This is an optimization exercise on Yosys and OpenROAD, whose aim is small area, a short achievable clock period and few clock cycles, not a production implementation.
The RTL was checked by simulation tests, not by an equivalence proof against the original design.

==> run F: inputs <==
Design FPTrig, start of the top module:
module FPTrig(
    input clock,
    input reset,
    input start,
    input [1:0] func,
    input [31:0] a_in,
    output reg [31:0] result,
    output reg done
    );
Settings: LEC_CHECK=0, ABC_AREA=1, CAP_MARGIN=20, CORE_MARGIN=2, CORE_UTILIZATION=30, SLEW_MARGIN=20; clock period 20.0 ns.
standard.sh (not shown) runs the stock make flow with config.mk's settings and CLKGATE_MAP_FILE= SYNTH_SCRIPT=/design/flow/synth_recipe.tcl, a recipe that flattens the netlist after the stock synthesis.
==> flow/flow/run.sh <==
#!/bin/bash
# The standard layout (the standard.sh, standard synthesis included) with
# a larger setup margin for the resizer's timing repair, so that it keeps
# shortening paths below the 20 ns clock. Full make output goes to flow.log.
set -euo pipefail
bash standard.sh SETUP_SLACK_MARGIN=13 finish > flow.log 2>&1
==> run P: changes against run F <==
--- a/flow/design.v
+++ b/flow/design.v
@@ -51,24 +51,33 @@
                 faddsub = bb;
             else
                 faddsub = fadd_core(a, bb);
         end
     endfunction
     function [3:0] add15(input [3:0] x, input [3:0] y);
-        reg [4:0] s, t;
+        reg [3:0] g, p, c;
         begin
-            s = {1'b0, x} + {1'b0, y};
-            t = {1'b0, x} + {1'b0, y} + 5'd1;
-            add15 = t[4] ? t[3:0] : s[3:0];
+            g = x & y;
+            p = x | y;
+            c[0] = g[3] | (p[3] & g[2]) | (p[3] & p[2] & g[1]) | (p[3] & p[2] & p[1] & g[0]);
+            c[1] = g[0] | (p[0] & c[0]);
+            c[2] = g[1] | (p[1] & g[0]) | (p[1] & p[0] & c[0]);
+            c[3] = g[2] | (p[2] & g[1]) | (p[2] & p[1] & g[0]) | (p[2] & p[1] & p[0] & c[0]);
+            add15 = x ^ y ^ c;
         end
     endfunction
-    function [3:0] qd15(input [3:0] r, input [3:0] d);
-        reg [4:0] t;
+    function [3:0] qd15(input [3:0] r15, input [3:0] d);
+        reg [3:0] r, g, p;
+        reg       ge;
         begin
-            t = {1'b0, r} + {1'b0, d} + 5'd1;
-            qd15 = r + {3'd0, t[4]};
+            r = (r15 == 4'd15) ? 4'd0 : r15;
+            g = r & d;
+            p = r ^ d;
+            ge = g[3] | (p[3] & g[2]) | (p[3] & p[2] & g[1]) | (p[3] & p[2] & p[1] & g[0]) |
+                 (p[3] & p[2] & p[1] & p[0]);
+            qd15 = {r[3] ^ (ge & r[2] & r[1] & r[0]), r[2] ^ (ge & r[1] & r[0]), r[1] ^ (ge & r[0]), r[0] ^ ge};
         end
     endfunction
     function [31:0] fdivk(input [31:0] a, input [1:0] k, input [7:0] ed);
         reg        ge, p25, k5;
         reg [23:0] n;
         reg [21:0] u;
@@ -99,13 +108,13 @@
             2'd0:    v = ge ? {4'd0, t, 1'b0} : {3'd0, t, 2'b01};           
             2'd1:    v = ge ? {5'd0, n, 3'b011} : {4'd0, n, 4'b0111};       
             default: v = p25 ? (ge ? {3'd0, t, 2'b11} : {2'd0, t, 3'b110})   
                              : {2'd0, t, 3'b011};                             
             endcase
             for (i = 0; i < 8; i = i + 1)
-                c[i] = (v[4*i +: 4] == 4'd15) ? 4'd0 : v[4*i +: 4];
+                c[i] = v[4*i +: 4];
             s6   = add15(c[6], c[7]);
             p45  = add15(c[4], c[5]);
             p23  = add15(c[2], c[3]);
             s5   = add15(c[5], s6);
             s4   = add15(p45, s6);
             p123 = add15(c[1], p23);
==> flow/flow/run.sh (replaced) <==
#!/bin/bash
# The standard layout (the standard.sh, standard synthesis included) with
# a larger setup margin for the resizer's timing repair, so that it keeps
# shortening paths below the 20 ns clock. Full make output goes to flow.log.
set -euo pipefail
bash standard.sh SETUP_SLACK_MARGIN=8 finish > flow.log 2>&1
--- a/flow/config.mk
+++ b/flow/config.mk
@@ -7,6 +7,7 @@
 export LEC_CHECK = 0
 export ABC_AREA = 1
 export CAP_MARGIN = 20
 export CORE_MARGIN = 2
 export CORE_UTILIZATION = 30
 export SLEW_MARGIN = 20
+export TNS_END_PERCENT = 30
==> run K: changes against run F <==
--- a/flow/design.v
+++ b/flow/design.v
@@ -51,24 +51,33 @@
                 faddsub = bb;
             else
                 faddsub = fadd_core(a, bb);
         end
     endfunction
     function [3:0] add15(input [3:0] x, input [3:0] y);
-        reg [4:0] s, t;
+        reg [3:0] g, p, c;
         begin
-            s = {1'b0, x} + {1'b0, y};
-            t = {1'b0, x} + {1'b0, y} + 5'd1;
-            add15 = t[4] ? t[3:0] : s[3:0];
+            g = x & y;
+            p = x | y;
+            c[0] = g[3] | (p[3] & g[2]) | (p[3] & p[2] & g[1]) | (p[3] & p[2] & p[1] & g[0]);
+            c[1] = g[0] | (p[0] & c[0]);
+            c[2] = g[1] | (p[1] & g[0]) | (p[1] & p[0] & c[0]);
+            c[3] = g[2] | (p[2] & g[1]) | (p[2] & p[1] & g[0]) | (p[2] & p[1] & p[0] & c[0]);
+            add15 = x ^ y ^ c;
         end
     endfunction
-    function [3:0] qd15(input [3:0] r, input [3:0] d);
-        reg [4:0] t;
+    function [3:0] qd15(input [3:0] r15, input [3:0] d);
+        reg [3:0] r, g, p;
+        reg       ge;
         begin
-            t = {1'b0, r} + {1'b0, d} + 5'd1;
-            qd15 = r + {3'd0, t[4]};
+            r = (r15 == 4'd15) ? 4'd0 : r15;
+            g = r & d;
+            p = r ^ d;
+            ge = g[3] | (p[3] & g[2]) | (p[3] & p[2] & g[1]) | (p[3] & p[2] & p[1] & g[0]) |
+                 (p[3] & p[2] & p[1] & p[0]);
+            qd15 = {r[3] ^ (ge & r[2] & r[1] & r[0]), r[2] ^ (ge & r[1] & r[0]), r[1] ^ (ge & r[0]), r[0] ^ ge};
         end
     endfunction
     function [31:0] fdivk(input [31:0] a, input [1:0] k, input [7:0] ed);
         reg        ge, p25, k5;
         reg [23:0] n;
         reg [21:0] u;
@@ -99,13 +108,13 @@
             2'd0:    v = ge ? {4'd0, t, 1'b0} : {3'd0, t, 2'b01};           
             2'd1:    v = ge ? {5'd0, n, 3'b011} : {4'd0, n, 4'b0111};       
             default: v = p25 ? (ge ? {3'd0, t, 2'b11} : {2'd0, t, 3'b110})   
                              : {2'd0, t, 3'b011};                             
             endcase
             for (i = 0; i < 8; i = i + 1)
-                c[i] = (v[4*i +: 4] == 4'd15) ? 4'd0 : v[4*i +: 4];
+                c[i] = v[4*i +: 4];
             s6   = add15(c[6], c[7]);
             p45  = add15(c[4], c[5]);
             p23  = add15(c[2], c[3]);
             s5   = add15(c[5], s6);
             s4   = add15(p45, s6);
             p123 = add15(c[1], p23);
==> flow/flow/run.sh (replaced) <==
#!/bin/bash
# The standard layout (the standard.sh, standard synthesis included) with
# a larger setup margin for the resizer's timing repair, so that it keeps
# shortening paths below the 20 ns clock. Full make output goes to flow.log.
set -euo pipefail
bash standard.sh SETUP_SLACK_MARGIN=9 finish > flow.log 2>&1
--- a/flow/config.mk
+++ b/flow/config.mk
@@ -6,7 +6,9 @@
 export NUM_CORES = 4
 export LEC_CHECK = 0
 export ABC_AREA = 1
 export CAP_MARGIN = 20
 export CORE_MARGIN = 2
 export CORE_UTILIZATION = 30
+export PLACE_DENSITY = 0.75
 export SLEW_MARGIN = 20
+export TNS_END_PERCENT = 30
==> run D: changes against run F <==
--- a/flow/design.v
+++ b/flow/design.v
@@ -7,68 +7,105 @@
     input [31:0] a_in,
     output reg [31:0] result,
     output reg done
     );
     localparam [31:0] ONE  = 32'h3f800000;
     localparam [31:0] PI_2 = 32'h3fc8f5c3;
+    function [4:0] clz24(input [23:0] m);
+        reg [31:0] x;
+        reg [15:0] v0, c0;
+        reg [7:0]  v1;
+        reg [15:0] c1;
+        reg [3:0]  v2;
+        reg [11:0] c2;
+        reg [1:0]  v3;
+        reg [7:0]  c3;
+        integer j;
+        begin
+            x = {m, 8'hff};
+            for (j = 0; j < 16; j = j + 1) begin
+                v0[j] = x[2*j+1] | x[2*j];
+                c0[j] = ~x[2*j+1];
+            end
+            for (j = 0; j < 8; j = j + 1) begin
+                v1[j] = v0[2*j+1] | v0[2*j];
+                c1[2*j +: 2] = v0[2*j+1] ? {1'b0, c0[2*j+1]} : {1'b1, c0[2*j]};
+            end
+            for (j = 0; j < 4; j = j + 1) begin
+                v2[j] = v1[2*j+1] | v1[2*j];
+                c2[3*j +: 3] = v1[2*j+1] ? {1'b0, c1[2*(2*j+1) +: 2]} : {1'b1, c1[2*(2*j) +: 2]};
+            end
+            for (j = 0; j < 2; j = j + 1) begin
+                v3[j] = v2[2*j+1] | v2[2*j];
+                c3[4*j +: 4] = v2[2*j+1] ? {1'b0, c2[3*(2*j+1) +: 3]} : {1'b1, c2[3*(2*j) +: 3]};
+            end
+            clz24 = v3[1] ? {1'b0, c3[7:4]} : {1'b1, c3[3:0]};
+        end
+    endfunction
     function [31:0] fadd_core(input [31:0] a, input [31:0] b);
         reg        swap;
         reg [7:0]  d, E;
         reg [23:0] L, Sx, S;
         reg [24:0] m;
-        reg [4:0]  lz;
+        reg [4:0]  lz, nz;
         begin
             swap = b[30:0] > a[30:0];
             d  = swap ? b[30:23] - a[30:23] : a[30:23] - b[30:23];
             L  = swap ? {1'b1, b[22:0]} : {1'b1, a[22:0]};
             Sx = swap ? {1'b1, a[22:0]} : {1'b1, b[22:0]};
             S  = (d >= 8'd24) ? 24'd0 : Sx >> d[4:0];
             E  = swap ? b[30:23] : a[30:23];
             m  = (a[31] ^ b[31]) ? {1'b0, L} - {1'b0, S} : {1'b0, L} + {1'b0, S};
+            nz = clz24(m[23:0]);
             if (m[24]) begin
                 fadd_core = {a[31], E + 8'd1, m[23:1]};
             end else begin
                 lz[4] = m[23:8] == 16'd0;  if (lz[4]) m = m << 16;
                 lz[3] = m[23:16] == 8'd0;  if (lz[3]) m = m << 8;
                 lz[2] = m[23:20] == 4'd0;  if (lz[2]) m = m << 4;
                 lz[1] = m[23:22] == 2'd0;  if (lz[1]) m = m << 2;
                 lz[0] = ~m[23];            if (lz[0]) m = m << 1;
-                fadd_core = {a[31] ^ ((a[31] ^ b[31]) & swap), E - (m[23] ? {3'd0, lz} : 8'd23), m[22:0]};
+                fadd_core = {a[31] ^ ((a[31] ^ b[31]) & swap), E - ((nz == 5'd24) ? 8'd23 : {3'd0, nz}), m[22:0]};
             end
         end
     endfunction
     function [31:0] faddsub(input [31:0] a, input [31:0] b, input sub);
-        reg [31:0] bb;
-        reg a0, b0;
+        reg [31:0] bb, sv;
+        reg a0, b0, ra, rz;
         begin
             bb = {b[31] ^ sub, b[30:0]};
             a0 = a[30:0] == 31'd0;
             b0 = b[30:0] == 31'd0;
-            if (sub ? b0 : (b0 & ~a0))
-                faddsub = a;
-            else if (sub && a == b)
-                faddsub = 32'd0;
-            else if (a0)
-                faddsub = bb;
-            else
-                faddsub = fadd_core(a, bb);
+            ra = sub ? b0 : (b0 & ~a0);
+            rz = sub && a == b;
+            sv = ra ? a : (rz ? 32'd0 : bb);
+            faddsub = (ra | rz | a0) ? sv : fadd_core(a, bb);
         end
     endfunction
     function [3:0] add15(input [3:0] x, input [3:0] y);
-        reg [4:0] s, t;
-        begin
-            s = {1'b0, x} + {1'b0, y};
-            t = {1'b0, x} + {1'b0, y} + 5'd1;
-            add15 = t[4] ? t[3:0] : s[3:0];
-        end
-    endfunction
-    function [3:0] qd15(input [3:0] r, input [3:0] d);
-        reg [4:0] t;
+        reg [3:0] g, p, c;
         begin
-            t = {1'b0, r} + {1'b0, d} + 5'd1;
-            qd15 = r + {3'd0, t[4]};
+            g = x & y;
+            p = x | y;
+            c[0] = g[3] | (p[3] & g[2]) | (p[3] & p[2] & g[1]) | (p[3] & p[2] & p[1] & g[0]);
+            c[1] = g[0] | (p[0] & c[0]);
+            c[2] = g[1] | (p[1] & g[0]) | (p[1] & p[0] & c[0]);
+            c[3] = g[2] | (p[2] & g[1]) | (p[2] & p[1] & g[0]) | (p[2] & p[1] & p[0] & c[0]);
+            add15 = x ^ y ^ c;
+        end
+    endfunction
+    function [3:0] qd15(input [3:0] r15, input [3:0] d);
+        reg [3:0] r, g, p;
+        reg       ge;
+        begin
+            r = (r15 == 4'd15) ? 4'd0 : r15;
+            g = r & d;
+            p = r ^ d;
+            ge = g[3] | (p[3] & g[2]) | (p[3] & p[2] & g[1]) | (p[3] & p[2] & p[1] & g[0]) |
+                 (p[3] & p[2] & p[1] & p[0]);
+            qd15 = {r[3] ^ (ge & r[2] & r[1] & r[0]), r[2] ^ (ge & r[1] & r[0]), r[1] ^ (ge & r[0]), r[0] ^ ge};
         end
     endfunction
     function [31:0] fdivk(input [31:0] a, input [1:0] k, input [7:0] ed);
         reg        ge, p25, k5;
         reg [23:0] n;
         reg [21:0] u;
@@ -99,13 +136,13 @@
             2'd0:    v = ge ? {4'd0, t, 1'b0} : {3'd0, t, 2'b01};           
             2'd1:    v = ge ? {5'd0, n, 3'b011} : {4'd0, n, 4'b0111};       
             default: v = p25 ? (ge ? {3'd0, t, 2'b11} : {2'd0, t, 3'b110})   
                              : {2'd0, t, 3'b011};                             
             endcase
             for (i = 0; i < 8; i = i + 1)
-                c[i] = (v[4*i +: 4] == 4'd15) ? 4'd0 : v[4*i +: 4];
+                c[i] = v[4*i +: 4];
             s6   = add15(c[6], c[7]);
             p45  = add15(c[4], c[5]);
             p23  = add15(c[2], c[3]);
             s5   = add15(c[5], s6);
             s4   = add15(p45, s6);
             p123 = add15(c[1], p23);
@@ -146,13 +183,13 @@
     wire busy  = first | sn2 | sn3 | sn4 | c2 | c3 | a2 | a3 | a4 | a5 | ac2 | ac3 | ac4;
     wire m3    = sn3 | a3 | ac3;           
     wire m4    = sn4 | a4 | ac4;           
     wire [31:0] mul_a = first ? X : A;
     wire [31:0] mul_b = ({32{first | sn2 | a2 | ac2}} & X) | ({32{c2}} & A) | ({32{m3}} & result);
     wire [47:0] mul_p;
-    mul24 u_mul(.x({1'b1, mul_a[22:0]}), .z({1'b1, mul_b[22:0]}), .p(mul_p));
+    mul24 u_mul(.x({1'b1, mul_b[22:0]}), .z({1'b1, mul_a[22:0]}), .p(mul_p));
     wire [7:0]  mul_e = mul_a[30:23] + mul_b[30:23] - 8'd126;
     wire [31:0] mul_y = (mul_a[30:0] == 31'b0 || mul_b[30:0] == 31'b0) ? 32'b0 :
                         mul_p[47] ? {mul_a[31] ^ mul_b[31], mul_e, mul_p[46:24]} :
                                     {mul_a[31] ^ mul_b[31], mul_e - 8'd1, mul_p[45:24], 1'b0};
     wire [31:0] div_in = m4 ? A : result;
     wire [1:0]  div_k  = sn4 ? 2'd1 : ((a4 | ac4) ? 2'd2 : 2'd0);
==> flow/flow/run.sh (replaced) <==
#!/bin/bash
# The standard layout (the standard.sh, standard synthesis included) with
# a larger setup margin for the resizer's timing repair, so that it keeps
# shortening paths below the 20 ns clock. Full make output goes to flow.log.
set -euo pipefail
bash standard.sh SETUP_SLACK_MARGIN=11 finish > flow.log 2>&1
--- a/flow/config.mk
+++ b/flow/config.mk
@@ -7,6 +7,7 @@
 export LEC_CHECK = 0
 export ABC_AREA = 1
 export CAP_MARGIN = 20
 export CORE_MARGIN = 2
 export CORE_UTILIZATION = 30
 export SLEW_MARGIN = 20
+export TNS_END_PERCENT = 30
==> comparison table <==
	run P	run F	run D	run K
Run status	complete, no violations	complete, no violations	complete, no violations	complete, no violations
Post-route fraction of the period consumed by the critical path	0.578	0.580	0.583	0.559
Biggest fanout along the worst timing path	30	7	8	9
Area of all placed cells without fillers	43800 sq um	48600 sq um	47300 sq um	45900 sq um
Launching instance or port of the critical path	ac2	ac4	sn4	c4
Slew at the pin with the worst max-slew slack	1160 ps	1380 ps	1300 ps	1310 ps
Diodes inserted	0	2	3	5
Critical register-to-register path startpoint	ac2	ac4	sn4	c4
Setup bufs post-CTS	39	315	105	122
Ratio of routed vias to standard cells	5.69	5.74	5.74	5.83
Flip-flop and latch share of the layout cell area	0.0755	0.0681	0.0701	0.0720
Total Nets Final	6455	6644	6612	6568
Final design utilization	0.353	0.393	0.376	0.370
Netlist area before placement	37600 sq um	37300 sq um	38100 sq um	37600 sq um
Layout cell share with drive strength beyond 1	0.114	0.223	0.185	0.166
Later-pin clock latency in the skew report	450 ps	450 ps	450 ps	440 ps
Testbench counts of run F, summed over its fixed seeds: cycles 47,984.
Testbench counts of run P, summed over its fixed seeds: cycles 47,984.
Testbench counts of run K, summed over its fixed seeds: cycles 47,984.
Testbench counts of run D, summed over its fixed seeds: cycles 47,984.

==> separate check: timing with driven ports <==
No port has a modelled driver above. Below, the same layouts with a new extraction and two added sets of constraints.
Step 1 assumes that a clkbuf_16 drives the clock port and a buf_2 every other input.
Step 2 also shifts input and output timing later by t, the mid clock arrival at the registers, as if the neighbouring blocks saw the same clock.
a / b / c = ideal / step 1 / step 2; a / b = the first two.
| run | shift t [ns] | setup WS [ns] | worst data-port slew with drivers (ns) |
|---|---|---|---|
| run F | 0.491 | 8.393 / 8.393 / 8.393 | 0.05 |
| run P | 0.490 | 8.442 / 8.442 / 8.442 | 0.06 |
| run K | 0.474 | 8.811 / 8.811 / 8.811 | 0.08 |
| run D | 0.490 | 8.336 / 8.336 / 8.336 | 0.04 |
After both steps setup and hold are still met in every run listed.
